What follows belongs to an exercise in optimizing a design on an open flow for small area; a production flow would make more cautious choices. Function was checked by simulation only, so behaviour that the tests miss may differ from the original. In runs 3 and 4 the design's own scripts or RTL, not TritonCTS, make the clock network. The clock input has no modelled driver; a real chip could not lean on it and would need a root buffer or a full tree. No activity file was given, so power comes from the tool's default toggle rates.

<file path="design/flow/config.mk">
export PLATFORM = sky130hd
export DESIGN_NAME = TrafficLight
export DESIGN_NICKNAME = TrafficLight
export VERILOG_FILES = /design/flow/design.v
export SDC_FILE = /design/flow/constraint.sdc
export NUM_CORES = 4
export LEC_CHECK = 0
export ABC_AREA = 1
export CAP_MARGIN = 20
export CORE_MARGIN = 2
export CORE_UTILIZATION = 60
export PLACE_DENSITY = 0.72
export SLEW_MARGIN = 20
</file>
<file path="design/flow/standard.sh">
#!/bin/bash
# synth_recipe.tcl (not shown) runs the flow's synth.tcl, then flattens the netlist and writes it again
# the make line also repeats each setting of config.mk as NAME=value (left out here)
make -C /OpenROAD-flow-scripts/flow DESIGN_CONFIG=/design/flow/config.mk WORK_HOME=/design/flow/orfs CLKGATE_MAP_FILE= SYNTH_SCRIPT=/design/flow/synth_recipe.tcl "${@:-finish}"
</file>
<file path="design/flow/flow/my_synth.tcl">
# synth_recipe.tcl with two changes for area:
#  - abc runs area.abc (MY_ABC_SCRIPT) in place of ORFS's abc script
#  - full/half adders are not extracted, so abc optimises adder logic too
# Flip-flops are mapped before abc, so registers and their cells are unchanged.
proc synth {args} { yosys synth -nofsm -noshare {*}$args }
proc abc {args} {
  set out {}
  set skip 0
  foreach a $args {
    if {$skip} { set skip 0; continue }
    if {$a eq "-script"} { lappend out -script $::env(MY_ABC_SCRIPT); set skip 1; continue }
    lappend out $a
  }
  yosys abc {*}$out
}
proc extract_fa {args} { puts "extract_fa skipped" }
source $::env(SCRIPTS_DIR)/synth.tcl
# left out here: clear keep_hierarchy, flatten, clean up, hide names made inside functions, write 1_2_yosys.v
</file>
<file path="design/flow/flow/run.sh">
#!/bin/bash
# Own layout flow: the standard flow with these changes to cut cell area.
#  1. Synthesis (my_synth.tcl) is synth_recipe.tcl with a stronger area-only
#     ABC script (area.abc) and without adder extraction. Flip-flops are
#     mapped before ABC, so registers, their names and cells are unchanged;
#     this is checked against the standard flow's own synthesis, and if they differ the
#     flow falls back to the standard flow's synthesis.
#  2. Port buffers are buf_1 cells.
#  3. Clock tree built from small clock buffers, without dummy loads.
# Each step's full output goes to a log file in the work folder.
set -euo pipefail
W=$PWD
export MY_ABC_SCRIPT=$W/flow/area.abc
export BUFFER_PORTS_ARGS="-buffer_cell sky130_fd_sc_hd__buf_1"
export CTS_ARGS="-sink_clustering_enable -repair_clock_nets -buf_list {sky130_fd_sc_hd__clkbuf_4 sky130_fd_sc_hd__clkbuf_8} -sink_clustering_size 10 -sink_clustering_max_diameter 30 -dont_use_dummy_load"
RES=orfs/results/${FLOW_PLATFORM}/TrafficLight/base
REF=ref/results/${FLOW_PLATFORM}/TrafficLight/base
flops() { grep -oE "sky130_fd_sc_hd__(df|edf|sdf|dl)[a-z0-9_]+ +[^ ]+" "$1" | sed -E 's/_[0-9]+ / /' | sort; }
# The standard flow's own synthesis, for reference
sed -e "s#WORK_HOME=[^ ]*#WORK_HOME=$W/ref #" standard.sh > ref_synth.sh
bash ref_synth.sh synth > ref_synth.log 2>&1
# own synthesis
sed -e "s#SYNTH_SCRIPT=[^ ]*#SYNTH_SCRIPT=$W/flow/my_synth.tcl #" standard.sh > own_synth.sh
bash own_synth.sh synth > synth.log 2>&1
if ! diff <(flops $REF/1_2_yosys.v) <(flops $RES/1_2_yosys.v) > flops.diff; then
  echo "registers differ from bench's synthesis; using bench's synthesis" | tee -a synth.log
  rm -rf orfs
  bash standard.sh synth > synth_fallback.log 2>&1
fi
bash standard.sh > layout.log 2>&1
</file>
<file path="design/flow/constraint.sdc">
create_clock -name core_clock -period 10.0 [get_ports {clk}]
set_input_delay 2.0000 -clock core_clock [delete_from_list [all_inputs] [get_ports {clk}]]
set_output_delay 2.0000 -clock core_clock [all_outputs]
set_load 0.01 [all_outputs]
</file>
<file path="design/flow/flow/area.abc">
strash
&get -n
&deepsyn -T 60
&dch -f -r
&nf -a -R 1000 -E 10
&put
topo
</file>
<file path="design/flow/design.v">
module Oneshot_Universal(clk, rst, btn, btn_trig);
parameter WIDTH = 1;
input clk, rst;
input [WIDTH-1:0] btn;
reg [WIDTH-1:0] btn_reg;
output reg [WIDTH-1:0] btn_trig;
always @(negedge rst or posedge clk) begin
    if(!rst) begin
        btn_reg <= {WIDTH{1'b0}};
        btn_trig <= {WIDTH{1'b0}};
    end
    else begin
        btn_reg <= btn;
        btn_trig <= btn & ~btn_reg;
    end
end
endmodule
`timescale 1ns / 1ps
module Watch(rst, clk, timescale, add_hour, day_or_night,
             watch_H_ten, watch_H_one, watch_M_ten, watch_M_one, watch_S_ten, watch_S_one,
             sec_tick, half_sec);
input rst, clk;
input add_hour;               
input [1:0] timescale;
output day_or_night;          
output reg [3:0] watch_H_ten, watch_H_one, watch_M_one, watch_S_one;
output reg [2:0] watch_M_ten, watch_S_ten;
output sec_tick;
output reg half_sec;
reg [4:0] d0;
reg [8:0] u;
reg ticked;
reg is_day;                   
assign day_or_night = ~is_day;
reg dot;
reg hc1, hc2;                 
wire z1 = |u;                                     
wire z2 = |u[8:1];                                
wire z3 = |u[8:2];                                
wire z4 = |u[8:5] | (u[4] & (u[3] | u[2]));       
wire z5 = |u[8:6] | (u[5] & (u[4] | u[3]));       
wire z6 = u[8] | (u[7] & u[6] & (u[5] | u[4] | u[3]));   
wire z7 = u[8] & u[7] & u[4];                     
reg tick, half;
always @* begin
    case (timescale)
    2'd0: begin tick = z7; half = z6; end
    2'd1: begin tick = z5; half = z4; end
    2'd2: begin tick = z3; half = z2; end
    default: begin tick = z2; half = z1; end
    endcase
end
wire c0 = d0[4] & d0[3];                  
wire lo = ticked & ~z1;
wire p1 = lo & (d0 == 5'd1);
assign sec_tick = lo & (d0 == 5'd2);
wire s0  = (watch_S_one == 4'd0);
wire s00 = s0 & (watch_S_ten == 3'd0);
wire m0  = (watch_M_one == 4'd0);
wire p3 = lo & (d0 == 5'd3) & s0;
wire p5 = lo & (d0 == 5'd5) & s00;
wire p7 = lo & (d0 == 5'd7) & s00 & m0;
wire p9 = lo & (d0 == 5'd9) & s00 & m0 & (watch_M_ten == 3'd0);
wire hev = p9 | add_hour;
wire h23 = (watch_H_ten == 4'd2) & (watch_H_one == 4'd3);
wire hwrap = (watch_H_one == 4'd9) | h23;
always @(negedge rst or posedge clk) begin
    if (!rst) begin
        d0 <= 5'd0; u <= 9'd0;
        ticked <= 1'b0;
        watch_S_one <= 4'd0;
        watch_S_ten <= 3'd0;
        watch_M_one <= 4'd0;
        watch_M_ten <= 3'd0;
        watch_H_one <= 4'd0;
        watch_H_ten <= 4'd0;
        hc1 <= 1'b0;
        hc2 <= 1'b0;
        is_day <= 1'b0;
    end else begin
        if (tick) begin
            d0 <= 5'd0; u <= 9'd0;
            ticked <= 1'b1;
        end else begin
            d0 <= c0 ? 5'd0 : d0 + 5'd1;
            if (c0) u <= u + 9'd1;
        end
        if (p1) watch_S_one <= (watch_S_one == 4'd9) ? 4'd0 : watch_S_one + 4'd1;
        if (p3) watch_S_ten <= (watch_S_ten == 3'd5) ? 3'd0 : watch_S_ten + 3'd1;
        if (p5) watch_M_one <= (watch_M_one == 4'd9) ? 4'd0 : watch_M_one + 4'd1;
        if (p7) watch_M_ten <= (watch_M_ten == 3'd5) ? 3'd0 : watch_M_ten + 3'd1;
        if (hev) watch_H_one <= hwrap ? 4'd0 : watch_H_one + 4'd1;
        hc1 <= hev & hwrap;
        hc2 <= hc1;
        if (hc2) watch_H_ten <= ((watch_H_ten == 4'd2) & ~watch_H_one[0]) ? 4'd0 : watch_H_ten + 4'd1;
        is_day <= ((watch_H_ten == 4'd0) & (watch_H_one >= 4'd8)) |
                  (watch_H_ten == 4'd1) |
                  ((watch_H_ten == 4'd2) & (watch_H_one <= 4'd2));
    end
end
always @(posedge clk) begin
    if (tick) dot <= 1'b0;
    else if (half) dot <= 1'b1;
    half_sec <= dot;
end
endmodule
`timescale 1ns / 1ps
module LCD(rst, clk, watch_H_ten, watch_H_one, watch_M_ten, watch_M_one, watch_S_ten, watch_S_one,
           day_or_night, t_state, LCD_RS, LCD_RW, LCD_DATA, in_reset);
input rst, clk, day_or_night;
input [2:0] t_state;
input [3:0] watch_H_ten, watch_H_one, watch_M_one, watch_S_one;
input [2:0] watch_M_ten, watch_S_ten;
output reg LCD_RS, LCD_RW;
output reg [7:0] LCD_DATA;
output in_reset;
localparam DELAY = 3'b000,
           FUNCTION_SET = 3'b001,
           ENTRY_MODE = 3'b010,
           DISP_ONOFF = 3'b011,
           LINE1 = 3'b100,
           LINE2 = 3'b101,
           DELAY_T = 3'b110,
           CLEAR_DISP = 3'b111;
reg [2:0] state;
reg [4:0] lo, hi;
reg [3:0] cap;
wire [9:0] cnt = {5'd0, lo};
wire end71  = hi[1] & lo[2] & lo[1] & lo[0];           
wire end30  = lo[4] & lo[3] & lo[2] & lo[1];
wire end25  = lo[4] & lo[3] & lo[0];
wire end800 = (hi == 5'b01001);                       
wire end15  = lo[3] & lo[2] & lo[1] & lo[0];
reg done;
reg [2:0] next;
always @* begin
    case (state)
    DELAY:        begin done = end71;  next = FUNCTION_SET; end
    FUNCTION_SET: begin done = end30;  next = DISP_ONOFF; end
    DISP_ONOFF:   begin done = end30;  next = ENTRY_MODE; end
    ENTRY_MODE:   begin done = end30;  next = LINE1; end
    LINE1:        begin done = end25;  next = LINE2; end
    LINE2:        begin done = end25;  next = DELAY_T; end
    DELAY_T:      begin done = end800; next = CLEAR_DISP; end
    default:      begin done = end15;  next = LINE1; end
    endcase
end
always @(posedge clk or negedge rst) begin
    if (!rst) begin
        state <= DELAY;
        lo <= 5'd0;
        hi <= 5'd0;
    end else if (done) begin
        state <= next;
        lo <= 5'd0;
        hi <= 5'd0;
    end else begin
        lo <= lo + 5'd1;
        if (&lo) hi <= {hi[3:0], ~(hi[4] ^ hi[2])};
    end
end
always @(posedge clk) begin
    if (state[0]) begin
        if (cnt[4:0] == 5'd8) cap <= {1'b0, t_state} + 4'd1;
        else cap <= {3'b000, day_or_night};
    end else begin
        case (cnt[4:0])
        5'd7:  cap <= watch_H_ten;
        5'd8:  cap <= watch_H_one;
        5'd10: cap <= {1'b0, watch_M_ten};
        5'd11: cap <= watch_M_one;
        5'd13: cap <= {1'b0, watch_S_ten};
        default: cap <= watch_S_one;
        endcase
    end
end
assign in_reset = (state == DELAY) & (lo == 5'd0) & (hi == 5'd0);
wire n = cap[0];
always @* begin
    case (state)
    DELAY:        {LCD_RS, LCD_RW, LCD_DATA} = in_reset ? 10'b1_1_0000_0000 : 10'b1_1_0010_0000;
    FUNCTION_SET: {LCD_RS, LCD_RW, LCD_DATA} = 10'b0_0_0011_1000;
    DISP_ONOFF:   {LCD_RS, LCD_RW, LCD_DATA} = 10'b0_0_0000_1100;
    ENTRY_MODE:   {LCD_RS, LCD_RW, LCD_DATA} = 10'b0_0_0000_0110;
    LINE1:
        case (cnt[4:0])
        5'd0:  {LCD_RS, LCD_RW, LCD_DATA} = 10'b0_0_1000_0000;
        5'd1:  {LCD_RS, LCD_RW, LCD_DATA} = 10'b1_0_0101_0100;  
        5'd2:  {LCD_RS, LCD_RW, LCD_DATA} = 10'b1_0_0110_1001;  
        5'd3:  {LCD_RS, LCD_RW, LCD_DATA} = 10'b1_0_0110_1101;  
        5'd4:  {LCD_RS, LCD_RW, LCD_DATA} = 10'b1_0_0110_0101;  
        5'd6:  {LCD_RS, LCD_RW, LCD_DATA} = 10'b1_0_0011_1010;  
        5'd8:  {LCD_RS, LCD_RW, LCD_DATA} = (cap[3] & (cap[2] | cap[1])) ? 10'b1_0_0010_0000
                                                                         : {6'b1_0_0011, cap};
        5'd9, 5'd11, 5'd12, 5'd14, 5'd15:
               {LCD_RS, LCD_RW, LCD_DATA} = {6'b1_0_0011, cap};
        5'd10, 5'd13:
               {LCD_RS, LCD_RW, LCD_DATA} = 10'b1_0_0011_1010;  
        default: {LCD_RS, LCD_RW, LCD_DATA} = 10'b1_0_0010_0000;
        endcase
    LINE2:
        case (cnt[4:0])
        5'd0:  {LCD_RS, LCD_RW, LCD_DATA} = 10'b0_0_1100_0000;
        5'd1:  {LCD_RS, LCD_RW, LCD_DATA} = 10'b1_0_0101_0011;  
        5'd2:  {LCD_RS, LCD_RW, LCD_DATA} = 10'b1_0_0111_0100;  
        5'd3:  {LCD_RS, LCD_RW, LCD_DATA} = 10'b1_0_0110_0001;  
        5'd4:  {LCD_RS, LCD_RW, LCD_DATA} = 10'b1_0_0111_0100;  
        5'd5:  {LCD_RS, LCD_RW, LCD_DATA} = 10'b1_0_0110_0101;  
        5'd7:  {LCD_RS, LCD_RW, LCD_DATA} = 10'b1_0_0011_1010;  
        5'd9:  {LCD_RS, LCD_RW, LCD_DATA} = {6'b1_0_0100, cap};  
        5'd10: {LCD_RS, LCD_RW, LCD_DATA} = 10'b1_0_0010_1000;  
        5'd11: {LCD_RS, LCD_RW, LCD_DATA} = n ? 10'b1_0_0100_1110 : 10'b1_0_0100_0100;
        5'd12: {LCD_RS, LCD_RW, LCD_DATA} = n ? 10'b1_0_0110_1001 : 10'b1_0_0110_0001;
        5'd13: {LCD_RS, LCD_RW, LCD_DATA} = n ? 10'b1_0_0110_0111 : 10'b1_0_0111_1001;
        5'd14: {LCD_RS, LCD_RW, LCD_DATA} = n ? 10'b1_0_0110_1000 : 10'b1_0_0010_1001;
        5'd15: {LCD_RS, LCD_RW, LCD_DATA} = n ? 10'b1_0_0111_0100 : 10'b1_0_0010_0000;
        5'd16: {LCD_RS, LCD_RW, LCD_DATA} = n ? 10'b1_0_0010_1001 : 10'b1_0_0010_0000;
        default: {LCD_RS, LCD_RW, LCD_DATA} = 10'b1_0_0010_0000;
        endcase
    DELAY_T:      {LCD_RS, LCD_RW, LCD_DATA} = 10'b0_0_0000_0010;
    default:      {LCD_RS, LCD_RW, LCD_DATA} = 10'b0_0_0000_0001;
    endcase
end
endmodule
module TrafficLight(
rst, clk, timescale, add_hour, emergency, LCD_RS, LCD_RW, LCD_DATA, pedestrian, E_T, W_T, S_T, N_T
    );
input rst, clk;
input add_hour, emergency;
input [1:0] timescale;
output LCD_RS, LCD_RW;
output [7:0] LCD_DATA;
output [3:0] E_T, W_T, S_T, N_T;
output [7:0] pedestrian;
localparam A = 3'd0, B = 3'd1, C = 3'd2, D = 3'd3,
           E = 3'd4, F = 3'd5, G = 3'd6, H = 3'd7;
wire day_or_night;                  
wire add_hour_t, emergency_trigger;
wire [3:0] watch_H_ten, watch_H_one, watch_M_one, watch_S_one;
wire [2:0] watch_M_ten, watch_S_ten;
wire sec_tick, half_sec, in_reset;
reg [2:0] t_saved;
reg [3:0] tq;
reg [2:0] tr;
reg [3:0] emergency_cnt;
reg emergency_active;
wire [2:0] t_state = emergency_active ? A : t_saved;
reg [2:0] l_phase;
reg l_yellow, l_flash;
Oneshot_Universal #(.WIDTH(2)) OU2(clk, rst, {add_hour, emergency}, {add_hour_t, emergency_trigger});
Watch C1(rst, clk, timescale, add_hour_t, day_or_night,
         watch_H_ten, watch_H_one, watch_M_ten, watch_M_one, watch_S_ten, watch_S_one,
         sec_tick, half_sec);
LCD l1(rst, clk, watch_H_ten, watch_H_one, watch_M_ten, watch_M_one, watch_S_ten, watch_S_one,
       day_or_night, t_state, LCD_RS, LCD_RW, LCD_DATA, in_reset);
wire at_0800_2300 = ({watch_H_ten, watch_H_one} == 8'h08 | {watch_H_ten, watch_H_one} == 8'h23) &
                    ({watch_M_ten, watch_M_one, watch_S_ten, watch_S_one} == 14'd0);
wire at_07_22 = ({watch_H_ten, watch_H_one} == 8'h07) | ({watch_H_ten, watch_H_one} == 8'h22);
wire tr0 = ~tr[0] & ~tr[2];         
wire tr4 = tr[2] & ~tr[1];          
wire tr_ge1 = tr[0] | tr[2];
wire tr_ge3 = tr[2];
wire tc_is60 = tq[3] & tq[2] & tr0;
wire tc_lt60 = ~(tq[3] & tq[2]);
wire tc_is30 = tq[2] & tq[1] & ~tq[0] & tr0;
wire tc_lt30 = ~tq[3] & ~(tq[2] & tq[1]);
reg [2:0] night_phase, day_phase;
always @* begin
    case (tq[3:1])
    3'd0: night_phase = B;
    3'd1: night_phase = A;
    3'd2: night_phase = C;
    3'd3: night_phase = A;
    3'd4: night_phase = E;
    default: night_phase = H;
    endcase
    case (tq)
    4'd0: day_phase = A;
    4'd1: day_phase = D;
    4'd2: day_phase = F;
    4'd3: day_phase = E;
    4'd4: day_phase = G;
    default: day_phase = E;
    endcase
end
wire night = day_or_night & !emergency_active;
wire day = !day_or_night & !emergency_active;
wire tc_inc = sec_tick & !emergency_active;
wire tc_clr = (night & tc_is60) | (day & tc_is30) | at_0800_2300 | (at_07_22 & add_hour_t);
always @(posedge clk or negedge rst) begin
    if (!rst) begin
        tq <= 4'd0;
        tr <= 3'd0;
        emergency_cnt <= 4'd0;
        emergency_active <= 1'b0;
    end else begin
        if (tc_clr & !(tc_inc & !at_0800_2300 & !(at_07_22 & add_hour_t))) begin
            tq <= 4'd0;
            tr <= 3'd0;
        end else if (tc_inc) begin
            tr <= {tr[1], tr[0], ~tr[2] & ~tr[1]};
            if (tr4) tq <= tq + 4'd1;
        end
        if (emergency_trigger & !emergency_active) emergency_active <= 1'b1;
        if (emergency_active & sec_tick) begin
            emergency_cnt <= emergency_cnt + 4'd1;
            if (emergency_cnt == 4'd15) emergency_active <= 1'b0;
        end
    end
end
always @(posedge clk) begin
    if (!(emergency_trigger | emergency_active)) begin
        if (day_or_night) begin
            if (tc_lt60) t_saved <= night_phase;
            if (tc_is60) t_saved <= B;
        end else begin
            if (tc_lt30) t_saved <= day_phase;
            if (tc_is30) t_saved <= A;
        end
    end
end
always @(posedge clk) begin
    if (emergency_active) begin
        if (emergency_cnt != 4'd15) begin
            l_phase <= A;
            l_yellow <= emergency_cnt == 4'd14;
            l_flash <= half_sec & emergency_cnt[3];
        end
    end else if (day_or_night) begin
        if (tc_lt60) begin
            l_phase <= night_phase;
            l_yellow <= tq[0] & tr4;
            l_flash <= half_sec & tq[0] & tr_ge1;
        end
    end else begin
        if (tc_lt30) begin
            l_phase <= day_phase;
            l_yellow <= tr4;
            l_flash <= half_sec & tr_ge3;
        end
    end
end
wire p2 = l_phase[2], p1 = l_phase[1], p0 = l_phase[0];
wire nr = ~in_reset;
wire y = l_yellow & nr;
wire fl = l_flash;
wire e_g = ~p2 & ~p1, s_g = ~p2 & ~p0;
wire ep_w = p2 & ~p1, sp_w = p2 & ~p0;
assign E_T = {e_g | in_reset, ~p2 & p0 & nr, y, (p2 | (p1 & ~p0)) & nr};
assign W_T = {p2 & ~(p1 & p0) & nr, p2 & (p1 | p0) & nr, y, ~p2 & nr};
assign S_T = {s_g & nr, ~p2 & p1 & nr, y, (p2 | (~p1 & p0)) & nr};
assign N_T = {p2 & ~p1 & ~p0 & nr, p2 & p1 & p0 & nr, y, (~p2 | (p1 ^ p0)) & nr};
assign pedestrian = {(ep_w & ~fl) | in_reset, ~ep_w & nr,
                     e_g & ~fl & nr, ~e_g & nr,
                     sp_w & ~fl & nr, ~sp_w & nr,
                     s_g & ~fl & nr, ~s_g & nr};
endmodule
</file>
==> metrics.md, run 1 <==
| Metric | Value |
|---|---|
| DR vias/cell | 6.15 |
| Fin crit share | a little under half |
| Min cycle time layout | 4.75 ns |
| Worst rel slew slack | 42.9% |
| Antenna-violating nets left | 0 |
| Number of hold buffers added after cts | 0 |
| Outcome | timing/DRC/antenna clean |
| Die area | 7910 sq um |
| CTS tree | yes |
| Clock Tree Buf Depth | 2 |
| DP HPWL | 7050 microns |
| Leakage power | between 0.0015 and 0.002 uW |
| Hold Startpoint | C1.hc1 |
| Worst min path class | flip-flop to flip-flop |
| Number of port buffers | 39 |
| Htree depth | 3 |
| RSZ-0062 raised after global routing | false |
| Avg Inst Size Synth | 8.84 sq um |
| Total CTS buffers | 9 |
| Unique masters post-synth | 48 |
| GR Util All Layers | 25.8% |
| FF+latch count, synth | 83 |
| Met3 usage | just under 5% |
| Power Dens Cells | 136 nW/um^2 |
| CP arrival | 2.75 ns |
| CTS-repair resized insts | 0 |
| Post-Syn Nets | 496 |
| Placer Congestion | 0.970 |
| Number of flops mapped to enable cells by yosys | 8 |
| Least-Margin Pin Slew | 0.857 ns |
| Peak VDD IR | 0.117 mV |
| DR iter-0 viols | around 230 |
| Syn Std Cell Area | 4330 sq um |
| Endpoint class of the critical path | primary output |
| Area Growth Syn to Fin | 8.70% |
| Crit path launch | l1.lo[2] |
| Met1 GRT Util | 35.7% |
| Clock root cell | clkbuf_8 |
| Slew Viols, Final | 0 |
| Die H | 88.9 microns |
| Final WL | just under 10000 microns |
| CP required | 8.00 ns |
| Initial antenna violation count | 0 |
| Cell depth of the worst hold path | 0 |
| Chip width | 88.9 microns |
| Antenna Cells | 0 |
| Most flop-heavy register | C1.u |
| WL per Instance | 15.5 microns |
| Core area | 6910 sq um |
| Grt ovf | 0 |
| Hold Violations, Final | 0 |
| Fmax | ~0.21 GHz |
| Largest net degree at the start of global routing | 70 |
| Yosys Warn Count | 4 |
| Final setup viols | 0 |
| DRC Markers | 0 |
| Post-synth top flop | dfrtp_1 |
| Worst Setup Start Kind | flip-flop |
| Clock Latency Late Sink | 0.36 ns |
| Setup CP Type | flip-flop to primary output |
| Layout cells sized above 1 | 2.24% |
| Post-CTS Setup Bufs | 0 |
| FF/Latch Area | 2090 sq um |
| Post-synthesis sequential area ratio | 48.2% |
| Starting Density | 62.7% |
| Clock transition at the registers of the reported paths | 0.07 ns |
| FF-to-FF Start | C1.watch_S_one[1] |
| Routed vias | between 3000 and 4000 |
| Area of the multi-input gates | approximately 2200 sq um |
| R2R depth | 9 |
| Clk sinks | 83 |
| Design Area, Final | 4710 sq um |
| Dpl cell area | 4580 sq um |
| Hold Slack | 0.362 ns |
| Post-layout util | 68.1% |
| Mapped Cells | 490 |
| Max-cap viol count | 0 |
| Cell Rows | 30 |
| Layout Nets | 544 |
| First-pass GRT wire length | 15800 microns |
| FFs w/ async S/R, synth | 83.1% |
| Number of top-level pins | 40 |
| Top Usage Layer GRT | met2 |
| TritonRoute pass-1 iters | 7 |
| Final TNS setup | 0 ns |
| Worst clock skew | 0.0235 ns |
| Largest register FFs | 9 |
| Met2 Track Usage GR | 40.6% |
| Fillers | 577 |
| Crit path max fanout | 17 |
| Vias in the first global route | 3442 |
-- power breakdown --
group | internal, uW | switching [uW] | total (uW)
sequential | 359 | 32.8 | 392
clock | 80.5 | 103 | 183
combinational | 29.7 | 36.9 | 66.6
total | 469 | 172 | 642
-- cell type report --
cell class | count | share of cell area (%)
clock buffer | 9 | 2.63
tap | 96 | 2.55
multi-input combinational | 390 | 46.0
sequential | 83 | 44.3
inverter | 13 | 1.04
timing repair buffer | 41 | 3.46
-- per-stage QoR --
stage | power, uW | setup slack, ns | instances
after floorplan | 438 | 5.86 | 490
after global placement | 462 | 5.69 | 623
after CTS | 645 | 5.26 | 632
after detailed placement | 464 | 5.63 | 623
after global routing | 672 | 4.97 | 632
final | 642 | 5.25 | 632
-- layout by cell type (no fill, tap or decap), drive strengths merged, types with 2 or more instances in the layout --
cell type,instances
nand2,42
a311oi,2
a32oi,2
nor2b,13
o21ai,25
or4,2
a221oi,2
nor4,9
nand2b,11
a21boi,3
a22o,8
a31oi,8
o21a,7
nor3,36
clkinv,13
dfrtp,69
buf,41
nand4,5
or2,4
a211oi,3
a21oi,42
nor4b,2
and3,15
dfxtp,6
nand3,16
o22ai,5
nor2,74
clkbuf,9
o32ai,4
a21o,4
xnor2,18
a222oi,4
and2,8
or3,2
edfxtp,8
-- routing by layer --
layer	vias to the layer above	share of wire (%)
li1	1885	-
met1	1833	44
met2	149	48
met3	21	6.0
met4	0	2.1
met5	-	0
-- critical path, cell delays in order (launching register included) --
cell and delay (ns):
dfrtp_1 0.53, or3_1 0.52, nor3_1 0.26, nand4_1 0.29, nand2b_1 0.27, clkinv_1 0.11, nand2_1 0.11, clkinv_1 0.08
nor2_1 0.08, buf_1 0.16
-- worst paths after layout --
path / to / slack [ns]
max: E_T[0] / 5.25
min: C1.hc2 / 0.36
max reg2reg: tr[0] / 7.02
min reg2reg: C1.hc2 / 0.36
max in group asynchronous: l1.state[0] / 7.58
min in group asynchronous: l1.lo[1] / 1.83
-- cells by family (layout without fill, tap and decap cells) --
kind of cell / count (synthesis) / in the layout / synth area share [%]
and+or+nand+nor: 242 / 242 / 27.1
DFF: 83 / 83 / 48.2
xor gates and xnor gates: 19 / 19 / 3.84
buffers and inverters: 17 / 63 / 1.82
AOI/OAI and AO/OA: 129 / 129 / 19.1
-- synth_stat cells, drive strengths merged, types with 2 or more instances --
library cell  number  share of area, %
buf                4              0.69
a221oi             2              0.40
a222oi             4              0.92
xnor2             18               3.6
dfxtp              6               2.8
o32ai              4              0.81
or3                2              0.29
edfxtp             8               5.5
clkinv            13               1.1
nand2b            11               1.6
o22ai              5              0.72
dfrtp             69                40
nor4b              2              0.40
or4                2              0.35
a22o               8               1.6
o21ai             25               2.9
and3              15               2.2
a21boi             3              0.52
a21oi             42               4.9
nand3             16               1.8
a311oi             2              0.40
a31oi              8               1.2
o21a               7               1.2
nand4              5              0.72
a32oi              2              0.40
and2               8               1.2
nand2             42               3.6
or2                4              0.58
nor4               9               1.3
nor2              74               6.4
a21o               4              0.69
nor3              36               4.2
a211oi             3              0.52
nor2b             13               1.9
==> run 2, diff against run 1 <==
--- a/design/flow/flow/run.sh
+++ b/design/flow/flow/run.sh
@@ -14,3 +14,3 @@
 export BUFFER_PORTS_ARGS="-buffer_cell sky130_fd_sc_hd__buf_1"
-export CTS_ARGS="-sink_clustering_enable -repair_clock_nets -buf_list {sky130_fd_sc_hd__clkbuf_4 sky130_fd_sc_hd__clkbuf_8} -sink_clustering_size 10 -sink_clustering_max_diameter 30 -dont_use_dummy_load"
+export CTS_ARGS="-sink_clustering_enable -repair_clock_nets -buf_list {sky130_fd_sc_hd__clkbuf_8} -sink_clustering_size 20 -sink_clustering_max_diameter 60 -dont_use_dummy_load"
 RES=orfs/results/${FLOW_PLATFORM}/TrafficLight/base
==> run 2 against run 1 <==
Sequential cell count is the same. Die area is the same. Total power did not move. Global-route usage is the same. Clock skew unchanged. Register-to-register slack hardly changed. Sequential power about the same. Setup slack stayed put. Via count unchanged. Routed wire length stayed put. Synthesized cell count is the same. Combinational power barely moved. Critical endpoint unchanged.
==> metrics.md, run 2 <==
| Metric | Value |
|---|---|
| Outcome | timing/DRC/antenna clean |
| Final setup viols | 0 (unchanged) |
| Die area | 7910 sq um (unchanged) |
| Met1 GRT Util | 35.7% (unchanged) |
| CTS-repair resized insts | 0 (unchanged) |
| Number of flops mapped to enable cells by yosys | 8 (unchanged) |
| Endpoint class of the critical path | primary output |
| Antenna Cells | 0 (unchanged) |
| Most flop-heavy register | C1.u |
| Total CTS buffers | 9 (unchanged) |
| Yosys Warn Count | 4 (unchanged) |
| CP required | 8.00 ns (about the same) |
| Starting Density | 62.7% (unchanged) |
| Slowest stage delay, CP | 0.53 ns (about the same) |
| Post-synthesis sequential area ratio | 48.2% (unchanged) |
| Placer Congestion | 0.970 (unchanged) |
| Die H | 88.9 microns (unchanged) |
| Final TNS setup | 0 ns (unchanged) |
| Antenna-violating nets left | 0 (unchanged) |
| Final WL | 9780 microns (unchanged) |
| Commonest non-fill, non-tap cell in the layout | nor2_1 |
| Hold Violations, Final | 0 (unchanged) |
| Worst path cell trace | or3_1 > nor3_1 > nand4_1 > nand2b_1 > clkinv_1 > nand2_1 > clkinv_1 > nor2_1 > buf_1 |
| Largest register FFs | 9 (unchanged) |
| Flop2flop setup slack | 7.02 ns (about the same) |
| Post-synth top area share | 39.9% (unchanged) |
| Worst clock skew | 0.0235 ns (unchanged) |
| Peak VDD IR | 0.117 mV (unchanged) |
| Worst Setup Start Kind | flip-flop |
| Synth area leaders | dfrtp_1 (40%), nor2_1 (6.4%), edfxtp_1 (5.5%), a21oi_1 (4.9%), nor3_1 (4.2%) |
| Routed vias | 3888 (unchanged) |
| Chip width | 88.9 microns (unchanged) |
| Number of port buffers | 39 (unchanged) |
| Top Usage Layer GRT | met2 |
| Power Dens Cells | 136 nW/um^2 (unchanged) |
| Worst rel slew slack | 42.9% (unchanged) |
| Unique masters post-synth | 48 (unchanged) |
| Critical-path top delay cell | dfrtp_1 |
| CP endpoint | E_T[0] |
| Vias in the first global route | 3442 (unchanged) |
| Number of hold buffers added after cts | 0 (unchanged) |
| Htree depth | 3 (unchanged) |
| Setup CP Type | flip-flop to primary output |
| Clock root cell | clkbuf_8 |
| Core area | 6910 sq um (unchanged) |
| DRC Markers | 0 (unchanged) |
| Post-synth top area cell | dfrtp_1 |
| Post-layout util | 68.1% (unchanged) |
| Clock transition at the registers of the reported paths | 0.07 ns (about the same) |
| Min cycle time layout | 4.75 ns (unchanged) |
| DR iter-0 viols | 227 (unchanged) |
| Post-CTS Setup Bufs | 0 (unchanged) |
| Leakage power | 0.00187 uW (unchanged) |
| Fmax | 0.211 GHz (unchanged) |
| Met2 Track Usage GR | 40.6% (unchanged) |
| Most frequent cell after synthesis | nor2_1 |
| CTS tree | yes |
| FF-to-FF Start | C1.watch_S_one[1] |
| WL per Instance | 15.5 microns (unchanged) |
| R2R depth | 9 (unchanged) |
| GR Util All Layers | 25.8% (unchanged) |
| Post-synth top cells | nor2_1 (74), dfrtp_1 (69), a21oi_1 (42), nand2_1 (42), nor3_1 (36) |
| Avg Inst Size Synth | 8.84 sq um (unchanged) |
| FF+latch count, synth | 83 (unchanged) |
| Post-synth top flop | dfrtp_1 |
| Least-Margin Pin Slew | 0.857 ns (unchanged) |
| Slew Viols, Final | 0 (unchanged) |
| Post-Syn Nets | 496 (unchanged) |
| Met3 usage | 4.80% (unchanged) |
| TritonRoute pass-1 iters | 7 (unchanged) |
| Crit path launch | l1.lo[2] |
| Max-cap viol count | 0 (unchanged) |
| Commonest cells after routing, fill and taps aside | nor2_1 (74), dfrtp_1 (69), nand2_1 (42), a21oi_1 (42), buf_1 (38) |
| Critical R2R Capture | tr[0] |
| Initial antenna violation count | 0 (unchanged) |
| Syn Std Cell Area | 4330 sq um (unchanged) |
| Crit path max fanout | 17 (unchanged) |
| Fin crit share | 47.5% (unchanged) |
| FFs w/ async S/R, synth | 83.1% (unchanged) |
| Largest net degree at the start of global routing | 70 (unchanged) |
| Mapped Cells | 490 (unchanged) |
| Clk sinks | 83 (unchanged) |
| Clock Latency Late Sink | 0.36 ns (about the same) |
| Bufs and invs on worst path | 3 (unchanged) |
| CP top delay family | simple AND/OR/NAND/NOR gates |
| RSZ-0062 raised after global routing | false |
| First-pass GRT wire length | 15800 microns (unchanged) |
| Layout Nets | 544 (unchanged) |
| Area Growth Syn to Fin | 8.70% (unchanged) |
| Cell Rows | 30 (unchanged) |
| WP depth | 9 (unchanged) |
| DP HPWL | 7050 microns (unchanged) |
| Layout cells sized above 1 | 2.24% (unchanged) |
| DR vias/cell | 6.15 (unchanged) |
| Number of top-level pins | 40 (unchanged) |
| Clock Tree Buf Depth | 2 (unchanged) |
| Worst min path class | flip-flop to flip-flop |
| Most common cell on crit path | clkinv_1 |
| Grt ovf | 0 (unchanged) |
| CP arrival | 2.75 ns (about the same) |
-- run 2: area by class of cell --
| class | count | area, sq um |
|---|---|---|
| flip-flops and latches | 83 | 2090 |
| inverters | 13 | 48.8 |
| well taps | 96 | 120 |
| clock buffers | 9 | 124 |
| repair buffers | 41 | 163 |
| fillers | 577 | 2200 |
| multi-input cells | 390 | 2160 |
-- run 2: routing by layer --
layer / share of wire [%] / vias to the layer above
li1: - / 1885
met1: 44 / 1833
met2: 48 / 149
met3: 6.0 / 21
met4: 2.1 / 0
met5: 0 / -
-- run 2: power by group --
group	internal, uW	leakage [uW]	total, uW	switching [uW]
clock	80.5	0.0000647	183	103
combinational	29.7	0.000773	66.6	36.9
sequential	359	0.00103	392	32.8
-- run 2: stage by stage --
step | cell area [sq um] | hold slack [ns] | total power (uW) | worst slack, ns | cells
floorplan | 4330 | 0.328 | 438 | 5.86 | 490
global placement | 4580 | 0.336 | 462 | 5.69 | 623
detailed placement | 4580 | 0.340 | 464 | 5.63 | 623
CTS | 4710 | 0.367 | 645 | 5.26 | 632
global route | 4710 | 0.370 | 672 | 4.97 | 632
finish | 4710 | 0.362 | 642 | 5.25 | 632
-- run 2: how the worst min path moves through the flow --
stage	end	cells after the start	start	slack [ns]
global route	C1.hc2	0	C1.hc1	0.37
global placement	C1.hc2	0	C1.hc1	0.34
detailed placement	C1.half_sec	0	C1.dot	0.34
CTS	C1.hc2	0	C1.hc1	0.37
finish	C1.hc2	0	C1.hc1	0.36
floorplan	C1.half_sec	0	C1.dot	0.33
-- run 2: cell families after synthesis --
| kind of cell | Yosys count | share of synthesized area [%] |
|---|---|---|
| flip-flops | 83 | 48.2 |
| XOR/XNOR | 19 | 3.84 |
| AND/OR/NAND/NOR | 242 | 27.1 |
| buffers and inverters | 17 | 1.82 |
| AO/OA/AOI/OAI | 129 | 19.1 |
==> run 3, diff against run 2 <==
--- a/design/flow/flow/run.sh
+++ b/design/flow/flow/run.sh
@@ -2,4 +2,5 @@
 # Own layout flow: the standard flow with these changes to cut cell area.
-#  1. Synthesis (my_synth.tcl) is synth_recipe.tcl with a stronger area-only
-#     ABC script (area.abc) and without adder extraction. Flip-flops are
+#  1. Synthesis (my_synth.tcl) is synth_recipe.tcl with three area-only ABC
+#     scripts (area1-3.abc), keeping the smallest result, and without adder
+#     extraction. Flip-flops are
 #     mapped before ABC, so registers, their names and cells are unchanged;
@@ -8,3 +9,5 @@
 #  2. Port buffers are buf_1 cells.
-#  3. Clock tree built from small clock buffers, without dummy loads.
+#  3. Clock tree: after CTS, the tree is replaced by four buffers fed from the
+#     clock port, each driving one cluster of flip-flops (clock_fix.tcl), if
+#     the estimated clock-pin slew stays well under the limit.
 # Each step's full output goes to a log file in the work folder.
@@ -12,5 +15,5 @@
 W=$PWD
-export MY_ABC_SCRIPT=$W/flow/area.abc
+export MY_ABC_SCRIPTS="$W/flow/area1.abc $W/flow/area2.abc $W/flow/area3.abc"
 export BUFFER_PORTS_ARGS="-buffer_cell sky130_fd_sc_hd__buf_1"
-export CTS_ARGS="-sink_clustering_enable -repair_clock_nets -buf_list {sky130_fd_sc_hd__clkbuf_8} -sink_clustering_size 20 -sink_clustering_max_diameter 60 -dont_use_dummy_load"
+export CTS_ARGS="-sink_clustering_enable -repair_clock_nets -buf_list {sky130_fd_sc_hd__clkbuf_4 sky130_fd_sc_hd__clkbuf_8} -sink_clustering_size 10 -sink_clustering_max_diameter 30 -dont_use_dummy_load"
 RES=orfs/results/${FLOW_PLATFORM}/TrafficLight/base
@@ -29,2 +32,6 @@
 fi
+bash standard.sh cts > cts.log 2>&1
+RES=$W/$RES LIB=$(ls $FLOW_HOME/platforms/$FLOW_PLATFORM/lib/sky130_fd_sc_hd__tt_025C_1v80.lib) \
+  PLATFORM_DIR=$FLOW_HOME/platforms/$FLOW_PLATFORM FLOWDIR=$W/flow NB=4 BUF=sky130_fd_sc_hd__buf_12 MAX_SLEW_NS=0.110 \
+  openroad -no_init -exit $W/flow/clock_fix.tcl > clock_fix.log 2>&1 || echo "clock_fix failed; keeping the CTS tree" >> clock_fix.log
 bash standard.sh > layout.log 2>&1
==> design/flow/flow/area1.abc (new file) <==
strash
&get -n
&deepsyn -T 60
&dch -f -r
&nf -a -R 1000 -E 10
&put
topo
==> design/flow/flow/area2.abc (new file) <==
strash
&get -n
&deepsyn -T 60
&put
amap
topo
==> design/flow/flow/area3.abc (new file) <==
strash
&get -n
&deepsyn -T 60
&dch -f
&nf -a -R 1000
&put
topo
==> design/flow/flow/clock_fix.tcl (new file) <==
# After CTS: replace the clock tree with NB buffers of type BUF, each driving
# one cluster of flip-flops, fed straight from the clock port (NB <= 4).
# The layout is written back only if every flip-flop clock pin's estimated
# slew stays under MAX_SLEW_NS.
set res $::env(RES)
read_liberty $::env(LIB)
read_db $res/4_cts.odb
read_sdc $res/4_cts.sdc
source $::env(PLATFORM_DIR)/setRC.tcl
source $::env(FLOWDIR)/clock_tree.tcl
manual_clock_tree $::env(NB) $::env(BUF)
detailed_placement
check_placement
set_propagated_clock [all_clocks]
estimate_parasitics -placement
set mx 0
foreach pin [get_pins -hierarchical */CLK] {
  set s [get_property $pin slew_max]
  if {$s > $mx} { set mx $s }
}
puts "clock_fix: worst flip-flop clock slew $mx ns"
report_clock_skew
if {$mx < $::env(MAX_SLEW_NS)} {
  write_db $res/4_cts.odb
  puts "clock_fix: written"
} else {
  puts "clock_fix: kept the CTS tree"
}
==> design/flow/flow/clock_tree.tcl (new file) <==
# Replace the clock tree with NB buffers of type BUF, each driving one
# k-means cluster of the clock sinks; the clock port drives the buffers.
proc manual_clock_tree {nb buf {root ""}} {
  set block [ord::get_db_block]
  set clk_net [$block findNet clk]
  # sinks: flip-flop clock pins reachable through the existing tree
  set sinks {}
  set tree_insts {}
  set todo [list $clk_net]
  while {[llength $todo]} {
    set n [lindex $todo 0]; set todo [lrange $todo 1 end]
    foreach it [$n getITerms] {
      if {![$it isInputSignal]} { continue }
      set inst [$it getInst]
      set m [$inst getMaster]
      if {[string match "*clkbuf*" [$m getName]] || [string match "*clkinv*" [$m getName]]} {
        lappend tree_insts $inst
        foreach o [$inst getITerms] { if {[$o isOutputSignal]} { lappend todo [$o getNet] } }
      } else {
        lappend sinks $it
      }
    }
  }
  # remove the old tree
  foreach inst $tree_insts {
    foreach o [$inst getITerms] {
      if {[$o isOutputSignal]} { set on [$o getNet]; foreach it [$on getITerms] { $it disconnect } ; odb::dbNet_destroy $on }
    }
    odb::dbInst_destroy $inst
  }
  # sink locations
  set pts {}
  foreach it $sinks {
    set inst [$it getInst]
    set bb [$inst getBBox]
    lappend pts [list [expr {([$bb xMin]+[$bb xMax])/2}] [expr {([$bb yMin]+[$bb yMax])/2}]]
  }
  # k-means, seeds spread along the sorted x+y order
  set n [llength $pts]
  set order [lsort -integer -indices [lmap p $pts {expr {[lindex $p 0]+[lindex $p 1]}}]]
  set cents {}
  for {set k 0} {$k < $nb} {incr k} { lappend cents [lindex $pts [lindex $order [expr {int(($k+0.5)*$n/$nb)}]]] }
  for {set iter 0} {$iter < 50} {incr iter} {
    set asg {}
    foreach p $pts {
      set best 0; set bd 1e30
      for {set k 0} {$k < $nb} {incr k} {
        set c [lindex $cents $k]
        set d [expr {abs([lindex $p 0]-[lindex $c 0]) + abs([lindex $p 1]-[lindex $c 1])}]
        if {$d < $bd} { set bd $d; set best $k }
      }
      lappend asg $best
    }
    set new {}
    for {set k 0} {$k < $nb} {incr k} {
      set sx 0; set sy 0; set c 0
      foreach p $pts a $asg { if {$a == $k} { set sx [expr {$sx+[lindex $p 0]}]; set sy [expr {$sy+[lindex $p 1]}]; incr c } }
      if {$c} { lappend new [list [expr {$sx/$c}] [expr {$sy/$c}]] } else { lappend new [lindex $cents $k] }
    }
    set cents $new
  }
  set master [[ord::get_db] findMaster $buf]
  set drv_net $clk_net
  if {$root ne ""} {
    set rinst [odb::dbInst_create $block [[ord::get_db] findMaster $root] "clkbuf_man_root"]
    set sx 0; set sy 0
    foreach c $cents { set sx [expr {$sx+[lindex $c 0]}]; set sy [expr {$sy+[lindex $c 1]}] }
    $rinst setLocation [expr {int($sx/$nb)}] [expr {int($sy/$nb)}]
    $rinst setPlacementStatus PLACED
    set drv_net [odb::dbNet_create $block "clknet_man_root"]
    $drv_net setSigType CLOCK
    [$rinst findITerm A] connect $clk_net
    [$rinst findITerm X] connect $drv_net
  }
  for {set k 0} {$k < $nb} {incr k} {
    set inst [odb::dbInst_create $block $master "clkbuf_man_$k"]
    set c [lindex $cents $k]
    $inst setLocation [expr {int([lindex $c 0])}] [expr {int([lindex $c 1])}]
    $inst setPlacementStatus PLACED
    set net [odb::dbNet_create $block "clknet_man_$k"]
    $net setSigType CLOCK
    [$inst findITerm A] connect $drv_net
    [$inst findITerm X] connect $net
    foreach it $sinks a $asg { if {$a == $k} { $it disconnect; $it connect $net } }
  }
}
--- a/design/flow/flow/my_synth.tcl
+++ b/design/flow/flow/my_synth.tcl
@@ -1,3 +1,4 @@
 # synth_recipe.tcl with two changes for area:
-#  - abc runs area.abc (MY_ABC_SCRIPT) in place of ORFS's abc script
+#  - abc runs each script in MY_ABC_SCRIPTS in place of ORFS's abc script and
+#    keeps the smallest result
 #  - full/half adders are not extracted, so abc optimises adder logic too
@@ -7,9 +8,31 @@
   set out {}
+  set libs {}
   set skip 0
+  set prev ""
   foreach a $args {
     if {$skip} { set skip 0; continue }
-    if {$a eq "-script"} { lappend out -script $::env(MY_ABC_SCRIPT); set skip 1; continue }
+    if {$a eq "-script"} { set skip 1; continue }
+    if {$prev eq "-liberty"} { lappend libs -liberty $a }
     lappend out $a
+    set prev $a
   }
-  yosys abc {*}$out
+  yosys design -save my_pre_abc
+  set best 1e30
+  foreach s $::env(MY_ABC_SCRIPTS) {
+    yosys design -load my_pre_abc
+    yosys abc {*}$out -script $s
+    yosys tee -q -o $::env(OBJECTS_DIR)/abc_pick_stat.txt stat {*}$libs
+    set fh [open $::env(OBJECTS_DIR)/abc_pick_stat.txt r]
+    set txt [read $fh]
+    close $fh
+    set a 1e30
+    regexp {Chip area for module[^:]*:\s*([0-9.]+)} $txt -> a
+    puts "abc script $s: area $a"
+    if {$a < $best} {
+      set best $a
+      yosys design -save my_best_abc
+    }
+  }
+  yosys design -load my_best_abc
+  puts "abc: kept area $best"
 }
removed: design/flow/flow/area.abc
==> run 3 against run 2 <==
Cell count shrank 0.79%. Highest routed layer unchanged. Core utilization is 0.63 points lower. Critical path depth is the same. Area after synthesis did not move. Sequential cell count is the same. Critical endpoint unchanged. Via count about the same. Routed wire length is 2.2% lower. Sequential power barely moved. Design area decreased by 0.93%. Fmax grew 4.9%. Critical path type unchanged. Register-to-register slack gained 0.04 ns.
==> metrics.md, run 3 <==
| Metric | Value |
|---|---|
| Outcome | timing/DRC/antenna clean |
| Post-synthesis sequential area ratio | 48.2% (unchanged) |
| Final TNS setup | 0 ns (unchanged) |
| Yosys Warn Count | 4 (unchanged) |
| Post-CTS Setup Bufs | 0 (unchanged) |
| Initial antenna violation count | 0 (unchanged) |
| Number of port buffers | 39 (unchanged) |
| Placed Instances | 623 (unchanged) |
| Endpoint class of the critical path | primary output |
| Crit path max fanout | 17 (unchanged) |
| Psw | 149 uW (-13%) |
| Die H | 88.9 microns (unchanged) |
| Post-synth top cells | nor2_1 (74), dfrtp_1 (69), a21oi_1 (42), nand2_1 (42), nor3_1 (36) |
| Layout cells sized above 1 | 1.32% (-0.92 points) |
| Post-synth top flop | dfrtp_1 |
| Starting Density | 62.7% (unchanged) |
| Mapped Cells | 490 (unchanged) |
| Placer Congestion | 0.970 (unchanged) |
| Layout Nets | 539 (-0.92%) |
| First-pass GRT wire length | 15600 microns (-1.5%) |
| Final setup viols | 0 (unchanged) |
| CP required | 8.00 ns (about the same) |
| FFs w/ async S/R, synth | 83.1% (unchanged) |
| Clk sinks | 83 (unchanged) |
| Fmax | 0.221 GHz (+4.9%) |
| CTS-repair resized insts | 0 (unchanged) |
| Met3 routed WL | 593 microns (+0.68%) |
| Setup CP Type | flip-flop to primary output |
| Avg Inst Size Synth | 8.84 sq um (unchanged) |
| Post-synth top area share | 39.9% (unchanged) |
| CP arrival | 2.53 ns (-0.22 ns) |
| Cell Rows | 30 (unchanged) |
| Slew Viols, Final | 0 (unchanged) |
| Commonest non-fill, non-tap cell in the layout | nor2_1 |
| Antenna-violating nets left | 0 (unchanged) |
| Most frequent cell after synthesis | nor2_1 |
| Largest register FFs | 9 (unchanged) |
| FF+latch count, synth | 83 (unchanged) |
| Min cycle time layout | 4.53 ns (-0.224 ns) |
| TritonRoute pass-1 iters | 5 (-2) |
| Most flop-heavy register | C1.u |
| Post-Syn Nets | 496 (unchanged) |
| DRC Markers | 0 (unchanged) |
| Comb pwr share | 11.0% (+0.6 points) |
| Dpl cell area | 4580 sq um (unchanged) |
| Number of flops mapped to enable cells by yosys | 8 (unchanged) |
| Clock Latency Late Sink | 0.13 ns (-0.23 ns) |
| Final WL | 9560 microns (-2.2%) |
| Top Layer Used | met4 |
| Commonest cells after routing, fill and taps aside | nor2_1 (74), dfrtp_1 (69), nand2_1 (42), a21oi_1 (42), buf_1 (38) |
| Fin crit share | 45.3% (-2.2 points) |
| Synth area leaders | dfrtp_1 (40%), nor2_1 (6.4%), edfxtp_1 (5.5%), a21oi_1 (4.9%), nor3_1 (4.2%) |
| Routed vias | 3886 (-0.051%) |
| RSZ-0062 raised after global routing | false |
| Worst rel slew slack | 42.5% (-0.42 points) |
| GR Util All Layers | 25.0% (-0.87 points) |
| Max-cap viol count | 0 (unchanged) |
| Sequential Power Share | 65.0% (+3.9 points) |
| DR vias/cell | 6.20 (+0.75%) |
| Pint | 454 uW (-3.3%) |
| Layout Cells excl Fill | 627 (-0.79%) |
| Design Area, Final | 4660 sq um (-0.93%) |
| Met1 Wirelength | 4200 microns (-2.8%) |
| Worst Setup Start Kind | flip-flop |
| Clock transition at the registers of the reported paths | 0.09 ns (+0.02 ns) |
| Hold Violations, Final | 0 (unchanged) |
| Number of hold buffers added after cts | 0 (unchanged) |
| Peak VDD IR | 0.167 mV (+42%) |
| Syn Std Cell Area | 4330 sq um (unchanged) |
| Worst min path class | flip-flop to flip-flop |
| Number of top-level pins | 40 (unchanged) |
| Antenna Cells | 0 (unchanged) |
| DP HPWL | 7050 microns (unchanged) |
| WL per Instance | 15.3 microns (-1.5%) |
| Switch share | 24.7% (-2.1 points) |
| Least-Margin Pin Slew | 0.863 ns (+0.00626 ns) |
| Largest net degree at the start of global routing | 70 (unchanged) |
| Die area | 7910 sq um (unchanged) |
| Routed wl met2 | 4540 microns (-2.9%) |
| Post-synth top area cell | dfrtp_1 |
| Unique masters post-synth | 48 (unchanged) |
| Core area | 6910 sq um (unchanged) |
| Fillers | 582 (+0.87%) |
| Worst clock skew | 0.0191 ns (-0.00439 ns) |
| Clock power frac | 24.0% (-4.5 points) |
| Chip width | 88.9 microns (unchanged) |
| Vias in the first global route | 3378 (-1.9%) |
| Area Growth Syn to Fin | 7.69% |
| Power Dens Cells | 129 nW/um^2 (-5.1%) |
| Leakage power | 0.00184 uW (-1.5%) |
| Grt ovf | 0 (unchanged) |
| DR iter-0 viols | 233 (+2.6%) |
==> run 3: cell counts after synthesis <==
Identical to the previous run, type by type.
==> run 3: final timing paths <==
check,start,end,slack (ns),cells after the start
setup / recovery,l1.lo[2],E_T[0],5.47,9
hold / removal,C1.dot,C1.half_sec,0.36,0
setup reg to reg,C1.watch_S_one[1],tr[0],7.06,9
hold reg to reg,C1.dot,C1.half_sec,0.36,0
max in group asynchronous,rst,l1.lo[4],7.36,2
min in group asynchronous,rst,l1.lo[1],2.06,2
==> run 3: per-layer routing <==
| metal | GRT usage (%) | vias to the layer above |
|---|---|---|
| met2 | 40.0 | 179 |
| met1 | 35.5 | 1804 |
| met4 | 7.19 | 0 |
| li1 | - | 1878 |
| met3 | 4.25 | 25 |
| met5 | 0 | - |
==> run 3: cell families after synthesis <==
group	Yosys count	synth area share, %
AOI/OAI and AO/OA	129	19.1
xor gates and xnor gates	19	3.84
buffers and inverters	17	1.82
DFF	83	48.2
and+or+nand+nor	242	27.1
==> run 3: worst max-delay path, stage by stage (launching register included) <==
cell	delay (ns)
dfrtp_1	0.54
or3_1	0.52
nor3_1	0.25
nand4_1	0.29
nand2b_1	0.26
clkinv_1	0.11
nand2_1	0.11
clkinv_1	0.08
nor2_1	0.08
buf_1	0.16
==> run 3: area by class of cell <==
| cell class | instances | area (sq um) | share of cell area [%] |
|---|---|---|---|
| buffer | 4 | 80.1 | 1.72 |
| multi-input combinational | 390 | 2160 | 46.4 |
| tap | 96 | 120 | 2.58 |
| timing repair buffer | 41 | 163 | 3.49 |
| inverter | 13 | 48.8 | 1.05 |
| sequential | 83 | 2090 | 44.8 |
==> run 3: power by group through the flow <==
stage | clock network (uW) | logic [uW] | registers, uW
global placement | 0 | 64.6 | 397
detailed placement | 0 | 66.4 | 398
global route | 160 | 76.7 | 396
floorplan | 0 | 50.3 | 388
CTS | 187 | 67.2 | 391
finish | 145 | 66.5 | 392
==> run 3: stage by stage <==
stage	setup slack (ns)	utilization, %	hold slack (ns)	total power, uW
after global routing	5.19	67.5	0.366	633
after CTS	5.26	68.1	0.367	645
after global placement	5.69	66.3	0.336	462
final	5.47	67.5	0.356	603
after floorplan	5.86	-	0.328	438
after detailed placement	5.63	66.3	0.340	464
==> run 4, diff against run 3 <==
--- a/design/flow/flow/run.sh
+++ b/design/flow/flow/run.sh
@@ -2,4 +2,4 @@
 # Own layout flow: the standard flow with these changes to cut cell area.
-#  1. Synthesis (my_synth.tcl) is synth_recipe.tcl with three area-only ABC
-#     scripts (area1-3.abc), keeping the smallest result, and without adder
+#  1. Synthesis (my_synth.tcl) is synth_recipe.tcl with six area-only ABC
+#     scripts (area1-6.abc), keeping the smallest result, and without adder
 #     extraction. Flip-flops are
@@ -15,3 +15,3 @@
 W=$PWD
-export MY_ABC_SCRIPTS="$W/flow/area1.abc $W/flow/area2.abc $W/flow/area3.abc"
+export MY_ABC_SCRIPTS="$W/flow/area1.abc $W/flow/area2.abc $W/flow/area3.abc $W/flow/area4.abc $W/flow/area5.abc $W/flow/area6.abc"
 export BUFFER_PORTS_ARGS="-buffer_cell sky130_fd_sc_hd__buf_1"
==> design/flow/flow/area4.abc (new file) <==
strash
&get -n
&deepsyn -T 60
&dch -f -r
&nf -a -R 1000 -E 100
&put
topo
==> design/flow/flow/area5.abc (new file) <==
strash
&get -n
&deepsyn -T 60
&put
dch -f
map -a
topo
==> design/flow/flow/area6.abc (new file) <==
strash
&get -n
&deepsyn -T 60
&put
dch -f
amap
topo
==> run 4 against run 3 <==
Synthesized cell count decreased by 1.0%. Still clean on timing, DRC and antenna. Combinational power increased by 2%. Sequential cell count unchanged.
==> metrics.md, run 4 <==
| Metric | Value |
|---|---|
| Die H | 88.7 microns (-0.30%) |
| Final setup viols | 0 (unchanged) |
| Fmax | 0.216 GHz (-2.1%) |
| Worst clock skew | 0.0164 ns (-0.00274 ns) |
| Worst min path class | flip-flop to flip-flop |
| Least-Margin Pin Slew | 0.857 ns (-0.00618 ns) |
| Hold Startpoint | C1.hc1 |
| Post-synth top area share | 40.1% (+0.26 points) |
| Hold Path End | C1.hc2 |
| Dpl cell area | 4550 sq um (-0.60%) |
| Crit path max fanout | 21 (+4) |
| DR vias/cell | 6.11 (-1.3%) |
| RSZ-0062 raised after global routing | false |
| Final WL | 9590 microns (+0.30%) |
| Outcome | timing/DRC/antenna clean |
| Post-Syn Nets | 491 (-1.0%) |
| Die area | 7860 sq um (-0.61%) |
| Number of top-level pins | 40 (unchanged) |
| Worst slack, placed | 5.54 ns (-0.0875 ns) |
| Bufs and invs on worst path | 1 (-2) |
| Flop2flop setup slack | 7.02 ns (-0.04 ns) |
| Post-synthesis sequential area ratio | 48.5% (+0.31 points) |
| Final TNS setup | 0 ns (unchanged) |
| CP top delay family | simple AND/OR/NAND/NOR gates |
| Avg Inst Size Synth | 8.87 sq um (+0.39%) |
| FF-to-FF Start | C1.watch_S_one[2] |
| Hold Violations, Final | 0 (unchanged) |
| DR iter-0 viols | 243 (+4.3%) |
| Slew Viols, Final | 0 (unchanged) |
| Post-synth top flop | dfrtp_1 |
| Endpoint class of the critical path | primary output |
| Post-CTS Setup Bufs | 0 (unchanged) |
| Number of hold buffers added after cts | 0 (unchanged) |
| GR Util All Layers | 25.4% (+0.42 points) |
| Post-synth top area cell | dfrtp_1 |
| CP required | 8.00 ns (about the same) |
| Area Growth Syn to Fin | 7.88% |
| Synth area leaders | dfrtp_1 (40%), nor2_1 (6.5%), edfxtp_1 (5.6%), a21oi_1 (4.8%), nor3_1 (3.8%) |
| Largest net degree at the start of global routing | 70 (unchanged) |
| FFs w/ async S/R, synth | 83.1% (unchanged) |
| CP arrival | 2.62 ns (+0.09 ns) |
| Worst rel slew slack | 42.9% (+0.41 points) |
| Yosys Warn Count | 4 (unchanged) |
| Grt ovf | 0 (unchanged) |
| Critical-path top delay cell | dfrtp_1 |
| Most frequent cell after synthesis | nor2_1 |
| Slowest stage delay, CP | 0.72 ns (+0.18 ns) |
| Cell Rows | 30 (unchanged) |
| Clk sinks | 83 (unchanged) |
| DP HPWL | 7000 microns (-0.68%) |
| Main combinational cell family by area after synthesis | simple AND/OR/NAND/NOR gates |
| Antenna-violating nets left | 0 (unchanged) |
| Antenna Cells | 0 (unchanged) |
| WL per Instance | 15.4 microns (+1.1%) |
| Clock transition at the registers of the reported paths | 0.08 ns (about the same) |
| Chip width | 88.7 microns (-0.30%) |
| TritonRoute pass-1 iters | 4 (-1) |
| Initial antenna violation count | 0 (unchanged) |
| Post-Synth Simple-Gate Area | 25.5% (-1.6 points) |
| Unique masters post-synth | 48 (unchanged) |
| Vias in the first global route | 3422 (+1.3%) |
| Layout Nets | 534 (-0.93%) |
| Power Dens Cells | 130 nW/um^2 (+0.43%) |
| Layout cells sized above 1 | 1.52% (+0.20 points) |
| Core area | 6870 sq um (-0.54%) |
| Mapped Cells | 485 (-1.0%) |
| Worst path cell trace | nand3_1 > nor3_1 > nor2_1 > o21ai_0 > o32ai_1 > a211oi_1 > buf_1 |
| Number of port buffers | 39 (unchanged) |
| Cell depth of the worst hold path | 0 (unchanged) |
| Number of flops mapped to enable cells by yosys | 8 (unchanged) |
| CTS-repair resized insts | 0 (unchanged) |
| Fin crit share | 46.2% (+0.98 points) |
| Compound-Gate Fraction of Synth Area | 20.1% (+1.1 points) |
| Routed vias | 3803 (-2.1%) |
| Post-synth top cells | nor2_1 (75), dfrtp_1 (69), a21oi_1 (41), nand2_1 (39), nor3_1 (33) |
| Final worst slack | 5.38 ns (-0.0978 ns) |
| Design Area, Final | 4640 sq um (-0.46%) |
| Commonest non-fill, non-tap cell in the layout | nor2_1 |
| Max-cap viol count | 0 (unchanged) |
| First-pass GRT wire length | 15700 microns (+0.97%) |
| Syn Std Cell Area | 4300 sq um (-0.64%) |
| Synth Area in XOR/XNOR | 3.87% (+0.025 points) |
| Adder-cell area share of the yosys netlist | 0% (unchanged) |
| DRC Markers | 0 (unchanged) |
| Leakage power | 0.00182 uW (-1.0%) |
| Starting Density | 62.6% (about the same) |
| Peak VDD IR | 0.152 mV (-9.0%) |
| R2R depth | 9 (unchanged) |
| Largest register FFs | 9 (unchanged) |
| Most flop-heavy register | C1.u |
| Setup CP Type | flip-flop to primary output |
| Worst Setup Start Kind | flip-flop |
| Clock Latency Late Sink | 0.13 ns (about the same) |
| Min cycle time layout | 4.62 ns (+0.0978 ns) |
| Critical R2R Capture | tr[0] |
| Post-synthesis mux area share | 0% (unchanged) |
| FF+latch count, synth | 83 (unchanged) |
| Placer Congestion | 0.904 (-6.8%) |
| Commonest cells after routing, fill and taps aside | nor2_1 (75), dfrtp_1 (69), a21oi_1 (41), nand2_1 (39), buf_1 (38) |
run 4: changes by cell type after synthesis, moves of 3 or more:
cell / delta
nand3_1: -3
o21ai_0: +7
nor2b_1: -4
nor3_1: -3
nand2_1: -3
run 4: cell type report:
| cell class | instances | area (sq um) |
|---|---|---|
| Buffer | 4 | 80.1 |
| Fill cell | 558 | 2230 |
| Inverter | 15 | 56.3 |
| Multi-Input combinational cell | 383 | 2130 |
| Sequential cell | 83 | 2090 |
| Tap cell | 96 | 120 |
| Timing Repair Buffer | 41 | 163 |
run 4: how the worst max path moves through the flow:
stage	startpoint	endpoint	slack, ns	depth (start not counted)
finish	l1.lo[0]	LCD_DATA[4]	5.38	7
global placement	l1.lo[0]	LCD_DATA[4]	5.64	7
CTS	l1.lo[1]	LCD_DATA[4]	5.18	7
detailed placement	l1.lo[0]	LCD_DATA[4]	5.54	7
global route	l1.lo[2]	E_T[0]	5.09	9
floorplan	l1.lo[2]	E_T[0]	5.84	8
run 4: stage by stage:
step,hold WS [ns],cells,power (uW),util [%]
after floorplan,0.328,485,438,-
after global placement,0.334,618,463,66.3
after detailed placement,0.340,618,467,66.3
after CTS,0.358,627,645,68.1
after global routing,0.362,622,632,67.6
final,0.354,622,603,67.6
run 4: per-layer routing:
metal	track usage, %	wire, microns
met4	6.47	121
met5	0	0
met1	34.7	4390
met2	41.8	4480
met3	5.04	595
run 4: power by group:
part	leakage, uW	internal (uW)	switching, uW
Clock	0.0000376	65.0	77.2
Combinational	0.000754	29.7	37.9
Sequential	0.00103	359	33.8
run 4: cell families (layout without fill, tap and decap cells):
kind of cell / after synthesis / count (layout)
buffers and inverters: 19 / 60
DFF: 83 / 83
xor gates and xnor gates: 19 / 19
AOI/OAI and AO/OA: 136 / 136
and+or+nand+nor: 228 / 228

==> separate check: timing with driven ports <==
How much do the figures lean on ideal ports? The routed layouts below were timed once more, with nothing changed but the port constraints.
Step 1 sets driving cells, clkbuf_16 on the clock port and buf_2 on the other inputs (assumed; they add their load-dependent delay and slew).
Step 2 moves the port delays by t, midway between the first and last clock arrival at a register: inputs arrive t later, outputs are due t later. That takes back most of the time a late clock gives input paths.
Three values: no drivers, after step 1, after step 2; two values: the first two.
run | shift t [ns] | setup WS [ns] | worst data-port slew with drivers (ns) | cell pins on the clock port's net
run 1 | 0.377 | 5.250 / 5.218 / 5.595 | 0.03 | 1
run 2 | 0.377 | 5.250 / 5.218 / 5.595 | 0.03 | 1
run 3 | 0.203 | 5.474 / 5.391 / 5.594 | 0.03 | 4
run 4 | 0.201 | 5.376 / 5.292 / 5.493 | 0.04 | 4
After both steps every run listed still meets setup and hold.
